From an optimization exercise on the open Yosys and OpenROAD flow, aimed at small area and a short achievable clock period; shortcuts taken in it are not production practice.
RTL that was checked went through simulation tests only; none was proved equivalent to the original.
No functional check of the RTL was part of run 2.
Power is estimated from default activity; no workload was simulated.

File: design.v
module CLA_adder (x, y, s, cout);
  input  [23:0] x, y;
  output [23:0] s;
  output cout;
  wire [5:0] g, p;
  wire [6:0] c;
  assign c[0] = 1'b0;
  genvar j;
  generate
    for (j = 0; j < 6; j = j + 1) begin : grp
      wire [3:0] a = x[4*j+3:4*j];
      wire [3:0] b = y[4*j+3:4*j];
      wire [3:0] o = a | b;
      assign g[j] = (a[3] & b[3]) | (a[2] & b[2] & o[3]) | (a[0] & b[0] & o[3] & o[2]);
      assign p[j] = &o;
      assign c[j+1] = g[j] | (p[j] & c[j]);
      assign s[4*j+3:4*j] = a + b + {3'd0, c[j]};
    end
  endgenerate
  assign cout = c[6];
endmodule
module fpa_with_regisers (clk, reset, en, inputA, inputB, result, OF);
  input clk, reset, en;
  input [31:0] inputA, inputB;
  output [31:0] result;
  output OF;
  wire [59:0] st_in, st_zero;
  reg  [59:0] st;      
  wire [36:0] pr_in;
  reg  [36:0] pr;      
  fpa_align al_in   (.A(inputA), .B(inputB), .st(st_in));
  fpa_align al_zero (.A(32'd0),  .B(32'd0),  .st(st_zero));
  always @(posedge clk) begin
    if (reset) begin
      st <= st_zero;
      pr <= 37'd0;
    end else if (en) begin
      st <= st_in;
      pr <= pr_in;
    end
  end
  fpa_add  ad (.st(st), .pr(pr_in), .OF(OF));
  fpa_norm nm (.pr(pr), .O(result));
endmodule
module fpa_align (A, B, st);
  input  [31:0] A, B;
  output [59:0] st;
  wire [7:0]  ea_raw = A[30:23];
  wire [7:0]  eb_raw = B[30:23];
  wire        ha = |ea_raw;
  wire        hb = |eb_raw;
  wire        a_zero = ~ha & ~|A[22:0];
  wire        b_zero = ~hb & ~|B[22:0];
  wire        sel_a = (&ea_raw) | b_zero;
  wire        sel_b = (&eb_raw) | a_zero;
  wire [7:0]  ea = {ea_raw[7:1], ea_raw[0] | ~ha};
  wire [7:0]  eb = {eb_raw[7:1], eb_raw[0] | ~hb};
  wire        swap = (A[30:0] <= B[30:0]) & ~sel_a;
  wire [7:0]  e_big   = swap ? eb_raw : ea_raw;
  wire [23:0] m_big   = swap ? {hb, B[22:0]} : {ha, A[22:0]};
  wire [23:0] m_small = swap ? {ha, A[22:0]} : {hb, B[22:0]};
  wire        sign    = swap ? B[31] : A[31];
  wire        sub     = A[31] ^ B[31];
  wire [8:0]  dab = {1'b0, ea} - {1'b0, eb};
  wire [7:0]  dba = eb - ea;
  wire [7:0]  d   = dab[8] ? dba : dab[7:0];
  wire        eqexp = (ea == eb);
  wire [23:0] t = m_small >> d;
  assign st = {sel_a | sel_b, sign, eqexp & ~sub, sub, e_big, m_big, t};
endmodule
module fpa_add (st, pr, OF);
  input  [59:0] st;
  output [36:0] pr;
  output OF;
  wire        special = st[59];
  wire        sign    = st[58];
  wire        shr_eq  = st[57];
  wire        sub     = st[56];
  wire [7:0]  e_raw   = st[55:48];
  wire [23:0] x       = st[47:24];
  wire [23:0] t       = st[23:0];
  wire [7:0]  e_big   = {e_raw[7:1], e_raw[0] | ~x[23]};
  wire [23:0] y       = sub ? ~t : t;
  wire [24:0] s;
  CLA_adder add (.x(x), .y(y), .s(s[23:0]), .cout(s[24]));
  assign OF = ~(x[23] ^ y[23]) & (x[23] ^ s[23]);
  wire        shr = shr_eq | (~sub & s[24]);
  reg  [4:0]  z;
  integer i;
  always @(*) begin
    z = 5'd0;
    for (i = 0; i <= 22; i = i + 1)
      if (s[i]) z = 5'd22 - i[4:0];
  end
  wire        nz = |s[22:3];
  reg [7:0]  o_e;
  reg [22:0] o_m;
  reg [4:0]  o_z;
  always @(*) begin
    o_z = 5'd0;
    if (special) begin
      o_e = e_raw;
      o_m = x[22:0];
    end else if (shr) begin
      o_e = e_big + 8'd1;
      o_m = s[23:1];
    end else if (~s[23] & nz) begin
      o_e = e_big - 8'd1;
      o_m = {s[21:0], 1'b0};
      o_z = z;
    end else begin
      o_e = e_big;
      o_m = s[22:0];
    end
  end
  assign pr = {sign, o_e, o_m, o_z};
endmodule
module fpa_norm (pr, O);
  input  [36:0] pr;
  output [31:0] O;
  wire [4:0] z = pr[4:0];
  assign O = {pr[36], pr[35:28] - {3'd0, z}, pr[27:5] << z};
endmodule
File: run.sh
#!/bin/bash
# synth_recipe.tcl (not shown) runs the flow's synth.tcl, then flattens the netlist and writes it again
# the make line also repeats each setting of config.mk as NAME=value (left out here)
make -C /OpenROAD-flow-scripts/flow DESIGN_CONFIG=/design/flow/config.mk WORK_HOME=/design/flow/orfs CLKGATE_MAP_FILE= SYNTH_SCRIPT=/design/flow/synth_recipe.tcl finish
File: config.mk
export PLATFORM = sky130hd
export DESIGN_NAME = fpa_with_regisers
export DESIGN_NICKNAME = fpa_with_regisers
export VERILOG_FILES = /design/flow/design.v
export SDC_FILE = /design/flow/constraint.sdc
export NUM_CORES = 4
export LEC_CHECK = 0
export ABC_AREA = 1
export CAP_MARGIN = 20
export CORE_MARGIN = 2
export CORE_UTILIZATION = 45
export SLEW_MARGIN = 20
File: constraint.sdc
create_clock -name core_clock -period 11.0 [get_ports {clk}]
set_input_delay 2.2000 -clock core_clock [delete_from_list [all_inputs] [get_ports {clk}]]
set_output_delay 2.2000 -clock core_clock [all_outputs]
set_load 0.01 [all_outputs]
==> results of run 1 <==
==> metal layers <==
metal,vias up,track usage,share of wire,wire length [um]
met5,-,0,0,0
met4,0,0.1036,0.034,1266
met3,78,0.02789,0.043,1584
met2,387,0.4945,0.48,17710
met1,5463,0.3670,0.44,16330
li1,6048,-,-,-
==> logic make-up (layout without fill, tap and decap cells) <==
logic type	count (synthesis)	after routing
fa+ha+maj	107	107
simple gates	814	814
compound gates	403	403
flops	97	97
xor+xnor	61	61
mux	4	4
buf+inv	324	350
==> Yosys cell counts (5+ instances only) <==
cell type,n,area (um^2)
a31oi_1,5,31.28
nor4_1,18,112.6
a21oi_1,193,965.9
fa_1,14,280.3
o211ai_1,26,195.2
dfxtp_1,97,1942
nor2_1,88,330.3
nand3_1,188,940.9
xnor2_1,33,289.0
buf_2,16,80.08
o22ai_1,11,68.82
a211oi_1,5,37.54
o221ai_1,9,78.83
buf_4,5,37.54
nand4_1,31,193.9
clkbuf_1,65,244.0
inv_1,216,810.8
nor3_1,10,50.05
a21o_1,5,37.54
buf_1,11,41.29
nand2_1,455,1708
ha_1,93,1164
nand2_2,11,68.82
o21ai_0,131,655.6
xor2_1,27,236.5
==> layout make-up <==
| type | instances | area, um^2 | area share |
|---|---|---|---|
| repair buffers | 111 | 1071 | 0.08670 |
| clock inverters | 4 | 76.32 | 0.006178 |
| inverters | 223 | 838.3 | 0.06786 |
| multi-input cells | 1389 | 7784 | 0.6301 |
| flip-flops and latches | 97 | 1942 | 0.1572 |
| well taps | 324 | 405.4 | 0.03282 |
| clock buffers | 12 | 236.5 | 0.01914 |
==> placed cells by master (no fill, tap or decap), drive strengths merged, types with 2 or more instances in the layout <==
cell type and count:
nand2 470, inv 220, a21oi 197, nand3 191
o21ai 134, clkdlybuf4s50 97, dfxtp 97, ha 93
nor2 90, xnor2 33, nand4 31, xor2 28
o211ai 26, nor4 18, fa 14, buf 14
clkbuf 12, o22ai 11, nor3 11, o221ai 9
a211oi 5, a31oi 5, a21o 5, o21bai 4
mux2i 4, clkinv 4, a221oi 2, bufinv 2
a21boi 2
==> power by group through the flow <==
stage	Sequential [mW]	Combinational, mW	Clock [mW]
floorplan	0.404	0.590	0
global placement	0.416	0.806	0
detailed placement	0.416	0.806	0
CTS	0.408	0.810	0.345
global route	0.412	0.917	0.359
finish	0.408	0.819	0.338
==> flip-flops by register name (all words and copies together) (netlist names) <==
name / cells
pr: 37
st: 60
==> worst max-delay path by stage <==
stage               slack [ps]  endpoint  cells past startpoint        from
finish                    4550        OF                     20      st[56]
CTS                       4540        OF                     20      st[56]
floorplan                 5680        OF                     20      st[56]
global route              4230        OF                     20      st[56]
detailed placement        4390     st[8]                     16  inputB[24]
global placement          4340     st[0]                     17  inputB[24]
==> worst min-delay path, cell delays in order (launching register included) <==
cell and delay, ps:
dfxtp_1 310, nand2_1 60, a21oi_1 50
==> flow_summary.toml, run 1 <==
[logic_synthesis]
netlist_area_um2 = 11010
synth_flop_cell = "dfxtp_1"
synth_compound_area_frac = 0.2011
synthCells = 1810
async_reset_ff_frac = 0
ys_seq_area_frac = 0.1764
synth-edff-count = 0
synthAdderAreaFrac = 0.1311
synth_top_family_by_area = "simple AND/OR/NAND/NOR gates"
muxShareOfSynthArea = 0.003636
synth_cell_type_count = 48
synth_warnings = 2
ys_ff_latch = 97
synth_simple_gate_area_frac = 0.3218
syn_nets = 1984
avgSynthCellArea_um2 = 6.083
synthXorXnorAreaFrac = 0.04920

[clock_network]
cts_made_buffers = 9
cts.path.max_buffers = 2
post_cts_resized = 0
clkSinkCount = 97
ctsHoldBuffers = 0
tritoncts = "built"
clk_pin_slew_ps = 70
cts_root_buffer = "clkbuf_16"
postCtsSetupBuffers = 0
clk_latency_ps = 350
ctsHtreeMaxLevel = 3

[route]
drcViolationCount = 0
post_drt_wl_per_cell_um = 17.08
ant_nets = 0
via_per_inst = 5.544
first_iter_violations = 856
dr.pass1.iters = 5
drt-total-wl_mm = 36.88
vias = 11980

[floorplan]
rows = 57
die_area_um2 = 25730
die_h_um = 160.4
io_pins = 100
start_util = 0.4554
core-area_um2 = 24180
die_width_um = 160.4

[setup_path]
reg2reg_setup_slack_ps = 5440
crit_family = "simple AND/OR/NAND/NOR gates"
endpoint_kind = "primary output"
critPathBufInv = 4
critPathKind = "reg -> out"
cpPeakStageDelay_ps = 560
startpoint_type = "register"
critPathSlowestCell = "clkdlybuf4s50_1"
cpMostUsedCell = "nand2_1"
critPathRequiredTime_ps = 8800
r2r_end = "pr[34]"
reg2reg_depth = 31
r2r-start = "st[56]"
cp_max_fo = 26
arrival_ps = 4250
crit_path_cell_trace = "buf_4, xor2_1, inv_1, ha_1, nor4_1, nand2_1, nand3_1, nand2_1, nand2_1, nand2_1, nand2_1, nand2_1, nand2_1, inv_1, fa_1, nor2_1, a211oi_1, xor2_1, nor2_1, clkdlybuf4s50_1"

[timing]
setup_tns_ps = 0
hold_ws_ps = 472.9
slew_violations = 0
tightest_slew_ps = 1038
grt_setup_unrepaired = "false"
setup_slack_ps = 4554
post-route-min-period_ps = 6446
post-route-period-util = 0.5860
final_hold_viol_count = 0
max_slew_margin = 0.3052
skew_ps = 6.323
fmax_mhz = 155.1
setup_violations = 0

[pwr]
combPwrFrac = 0.523
power.switching_uw = 704.2
power_density_nw_per_um2 = 126.7
p_int_uw = 861.3
power.share.sequential = 0.261
peakVddDrop_uv = 76.22
swShare = 0.4498
power.leakage_nw = 5.688
power.total_mw = 1.565
clkPwrFrac = 0.216

[grt]
grt_use_total = 0.2847
overflow = 0
antenna_found_initial = 0
grt_first_pass_wirelength_mm = 59.18
grt_pass1_vias = 11030
grt_max_degree = 88

[status]
status = "timing/DRC/antenna clean"

[placed_design]
pre_cts_slack_ps = 4388
dp.cells = 2144
port_buffers = 99
dp.final_hpwl_mm = 29.61
gp_congestion = 0.9554
dpl-instance-area_um2 = 12040

[cells_and_area]
finalInstanceArea_um2 = 12350
diodes = 0
syn_to_final_growth_pct = 12.19
final_core_util = 0.5109
fin_nets = 2005
instances_no_fill = 2160
drive_gt1_frac = 0.03322
fillCellCount = 2527

[hold_path]
hold_class = "reg -> reg"
hold_depth = 2
hp-start = "st[58]"
holdPathEnd = "st[58]"

[flow_run]
cap_viol_max_count = 0
==> run 2: changes to the inputs <==
==> design.v (replaced) <==
module CLA_adder (x, y, s, cout);
  input  [23:0] x, y;
  output [23:0] s;
  output cout;
  wire [5:0] g, p;
  wire [6:0] c;
  assign c[0] = 1'b0;
  genvar j;
  generate
    for (j = 0; j < 6; j = j + 1) begin : grp
      wire [3:0] a = x[4*j+3:4*j];
      wire [3:0] b = y[4*j+3:4*j];
      wire [3:0] o = a | b;
      assign g[j] = (a[3] & b[3]) | (a[2] & b[2] & o[3]) | (a[0] & b[0] & o[3] & o[2]);
      assign p[j] = &o;
      assign c[j+1] = g[j] | (p[j] & c[j]);
      assign s[4*j+3:4*j] = a + b + {3'd0, c[j]};
    end
  endgenerate
  assign cout = c[6];
endmodule
module fpa_with_regisers (clk, reset, en, inputA, inputB, result, OF);
  input clk, reset, en;
  input [31:0] inputA, inputB;
  output reg [31:0] result;
  output OF;
  reg  [31:0] A_reg, B_reg;
  wire [31:0] out;
  always @(posedge clk) begin
    if (reset) begin
      A_reg  <= 32'd0;
      B_reg  <= 32'd0;
      result <= 32'd0;
    end else if (en) begin
      A_reg  <= inputA;
      B_reg  <= inputB;
      result <= out;
    end
  end
  fpa fpa_obj (.A(A_reg), .B(B_reg), .O(out), .OF(OF));
endmodule
module fpa (A, B, O, OF);
  input  [31:0] A, B;
  output [31:0] O;
  output OF;
  wire [7:0]  ea_raw = A[30:23];
  wire [7:0]  eb_raw = B[30:23];
  wire        ha = |ea_raw;
  wire        hb = |eb_raw;
  wire        a_zero = ~ha & ~|A[22:0];
  wire        b_zero = ~hb & ~|B[22:0];
  wire        sel_a = (&ea_raw) | b_zero;
  wire        sel_b = (&eb_raw) | a_zero;
  wire [7:0]  ea = {ea_raw[7:1], ea_raw[0] | ~ha};
  wire [7:0]  eb = {eb_raw[7:1], eb_raw[0] | ~hb};
  wire        swap = (A[30:0] <= B[30:0]);
  wire [7:0]  e_big   = swap ? eb : ea;
  wire [7:0]  e_small = swap ? ea : eb;
  wire [23:0] m_big   = swap ? {hb, B[22:0]} : {ha, A[22:0]};
  wire [23:0] m_small = swap ? {ha, A[22:0]} : {hb, B[22:0]};
  wire        sign    = swap ? B[31] : A[31];
  wire        sub     = A[31] ^ B[31];
  wire [7:0]  d       = e_big - e_small;
  wire        eqexp   = (ea == eb);
  wire [23:0] t = m_small >> d;
  wire [23:0] y = sub ? ~t : t;
  wire [24:0] s;
  CLA_adder add (.x(m_big), .y(y), .s(s[23:0]), .cout(s[24]));
  assign OF = ~(m_big[23] ^ y[23]) & (m_big[23] ^ s[23]);
  wire        shr = ~sub & (eqexp | s[24]);
  reg  [4:0]  z;
  integer i;
  always @(*) begin
    z = 5'd0;
    for (i = 0; i <= 22; i = i + 1)
      if (s[i]) z = 5'd22 - i[4:0];
  end
  wire [22:0] nm = {s[21:0], 1'b0} << z;
  wire        nz = |s[22:3];
  reg [7:0]  o_e;
  reg [22:0] o_m;
  always @(*) begin
    if (shr) begin
      o_e = e_big + 8'd1;
      o_m = s[23:1];
    end else if (~s[23] & nz) begin
      o_e = e_big - 8'd1 - {3'd0, z};
      o_m = nm;
    end else begin
      o_e = e_big;
      o_m = s[22:0];
    end
  end
  assign O = sel_a ? A : sel_b ? B : {sign, o_e, o_m};
endmodule
--- a/config.mk
+++ b/config.mk
@@ -5,7 +5,6 @@
 export SDC_FILE = /design/flow/constraint.sdc
 export NUM_CORES = 4
 export LEC_CHECK = 0
-export ABC_AREA = 1
 export CAP_MARGIN = 20
 export CORE_MARGIN = 2
 export CORE_UTILIZATION = 45
==> flow_summary.toml, run 2 <==
[cells_and_area]
syn_to_final_growth_pct = 20.02
instances_no_fill = 1904
finalInstanceArea_um2 = 13960
layout_commonest_cell = "nor2_1"
most-common-layout-cells = "164 x nor2_1, 130 x mux2i_1, 110 x buf_4"
drive_gt1_frac = 0.1608
fillCellCount = 2358
fin_nets = 1733

[status]
status = "timing/DRC/antenna clean"

[timing]
slew_violations = 0
setup_violations = 0
final_hold_viol_count = 0
post-route-min-period_ps = 10410
post-route-period-util = 0.9467
fmax_mhz = 96.03
tightest_slew_ps = 1064
max_slew_margin = 0.2907
skew_ps = 14.65

[logic_synthesis]
ys_seq_area_frac = 0.1652
async_reset_ff_frac = 0
synth_warnings = 2
synth_common_cells = "164 x nor2_1, 130 x mux2i_1, 96 x dfxtp_1, 96 x nand2_1, 86 x ha_1"
synth_area_leaders = "dfxtp_1 17%, mux2i_1 11%, ha_1 9.3%"
netlist_area_um2 = 11630
avgSynthCellArea_um2 = 8.072
synth.most_common_cell = "nor2_1"
synth_flop_cell = "dfxtp_1"
synth_area_leader_cell = "dfxtp_1"
ys_ff_latch = 96
synth-edff-count = 0
synth_cell_type_count = 89
syn_nets = 1606
synth_top_area_share = 0.1652
synthCells = 1441

[route]
drcViolationCount = 0
drt-total-wl_mm = 50.04
dr.pass1.iters = 6
first_iter_violations = 1483
ant_nets = 0
via_per_inst = 6.505
vias = 12390
post_drt_wl_per_cell_um = 26.28

[placed_design]
dpl-instance-area_um2 = 13380
dp.cells = 1869
gp_congestion = 1.001
dp.final_hpwl_mm = 38.60
port_buffers = 99

[flow_run]
cap_viol_max_count = 0

[setup_path]
arrival_ps = 10660
endpoint_kind = "register"
critPathRequiredTime_ps = 11250
critPathSlowestCell = "dfxtp_1"
cp_max_fo = 10
critPathKind = "reg -> reg"
cpPeakStageDelay_ps = 530
startpoint_type = "register"

[pwr]
power.share.sequential = 0.155
p_int_mw = 1.355
swShare = 0.5127
clkPwrFrac = 0.118
power.switching_mw = 1.426
power_density_nw_per_um2 = 199.2
combPwrFrac = 0.727
peakVddDrop_uv = 99.41
power.leakage_nw = 5.873

[floorplan]
start_util = 0.4606
io_pins = 100
die_h_um = 164.8
core-area_um2 = 25250
die_width_um = 164.8
die_area_um2 = 27150
rows = 58

[clock_network]
clk_pin_slew_ps = 80
ctsHoldBuffers = 0
clkSinkCount = 96
cts_made_buffers = 9
cts.path.max_buffers = 2
cts_root_buffer = "clkbuf_16"
tritoncts = "built"
clk_latency_ps = 360
ctsHtreeMaxLevel = 3

[grt]
grt_pass1_vias = 11560
grt_use_total = 0.3652
grt_first_pass_wirelength_mm = 73.33
grt_max_degree = 67
overflow = 0
antenna_found_initial = 0

[hold_path]
hold_class = "reg -> reg"
## run 2: per-stage QoR
| step | power (mW) | TNS, ps | util | setup slack, ps | hold WS [ps] |
|---|---|---|---|---|---|
| 4_1_cts | 2.665 | 0 | 0.5418 | 279.3 | 483.1 |
| 3_5_place_dp | 2.334 | 0 | 0.5299 | 340.7 | 473.8 |
| 5_1_grt | 2.911 | -24.14 | 0.5527 | -24.14 | 505.9 |
| 3_3_place_gp | 2.360 | 0 | 0.5296 | 121.6 | 466.4 |
| 6_report | 2.781 | 0 | 0.5528 | 586.4 | 489.1 |
| 2_1_floorplan | 1.687 | 0 | - | 62.78 | 494.5 |
## run 2: final cells by class
| type | instances | area [um^2] | area share |
|---|---|---|---|
| repair inverters | 1 | 7.507 | 0.0005378 |
| repair buffers | 212 | 1871 | 0.1340 |
| clock buffers | 10 | 239.0 | 0.01712 |
| well taps | 330 | 412.9 | 0.02958 |
| flip-flops and latches | 96 | 1922 | 0.1377 |
| inverters | 83 | 319.1 | 0.02286 |
| clock inverters | 6 | 62.56 | 0.004482 |
| diodes | 1 | 2.502 | 0.0001793 |
| multi-input cells | 1165 | 9124 | 0.6536 |
## run 2: critical path: cells and delay by family, from the launching register on
kind | cells | cell delay, ps
DFF | 1 | 530
AOI/OAI and AO/OA | 17 | 3290
buffers and inverters | 8 | 1190
muxes | 4 | 1220
and+or+nand+nor | 9 | 1820
xor gates and xnor gates | 2 | 220
adders and majority gates | 7 | 1990
## run 2: path summary, 6_finish.rpt
check / from / cells after the start / slack, ps / endpoint
worst max-delay path: B_reg[26] / 47 / 590 / result[30]
worst min-delay path: result[1] / 2 / 490 / result[1]
worst max register to register: B_reg[26] / 47 / 590 / result[30]
worst min register to register: result[1] / 2 / 490 / result[1]
## run 2: what timing repair did
action                     in CTS  in global routing
hold endpoints to repair        0                  0
setup endpoints to repair       0                 12
setup buffers                   0                 16
resized for setup               0                 22
## run 2: layer usage
metal  global-route usage  vias up  part of all wire
li1                     -     5585                 -
met1               0.5197     5894              0.43
met2               0.5447      775              0.42
met3              0.05575      132             0.096
met4               0.1617        0             0.050
met5                    0        -                 0
## run 2: kinds of logic (layout without fill, tap and decap cells)
logic type | after synthesis | in the layout | synth area share
buf+inv | 181 | 312 | 0.06562
other cells | 0 | 1 | 0
simple gates | 447 | 447 | 0.1870
fa+ha+maj | 98 | 98 | 0.1132
mux | 192 | 192 | 0.1971
compound gates | 352 | 352 | 0.2155
xor+xnor | 75 | 76 | 0.05648
flops | 96 | 96 | 0.1652
## run 2: power by group through the flow
stage	Combinational, mW	Clock (mW)	Sequential, mW
after global routing	2.14	0.342	0.434
after detailed placement	1.90	0	0.437
after floorplan	1.24	0	0.444
final	2.02	0.328	0.430
after CTS	1.91	0.329	0.429
after global placement	1.92	0	0.436

port drivers added, routing unchanged:
How much do the figures lean on ideal ports? The routed layouts below were timed once more, with nothing changed but the port constraints. Step 1 assumes that a clkbuf_16 drives the clock port and a buf_2 every other input. Step 2 also shifts input and output timing later by t, the mid clock arrival at the registers, as if the neighbouring blocks saw the same clock. Slacks: ideal ports / drivers / drivers and shift; pairs: ideal ports / drivers.
run	t (ns)	setup slack, ns	worst register clock-pin slew, ns	cell pins on the clock port's net
run 1	0.392	4.554 / 4.512 / 4.311	0.07 / 0.07	1
run 2	0.407	0.586 / 0.586 / 0.586	0.08 / 0.08	1
After both steps every run listed still meets setup and hold. For run 1, which loses most, drivers alone change the setup slack by -0.042 ns; drivers and shift together by -0.243 ns.
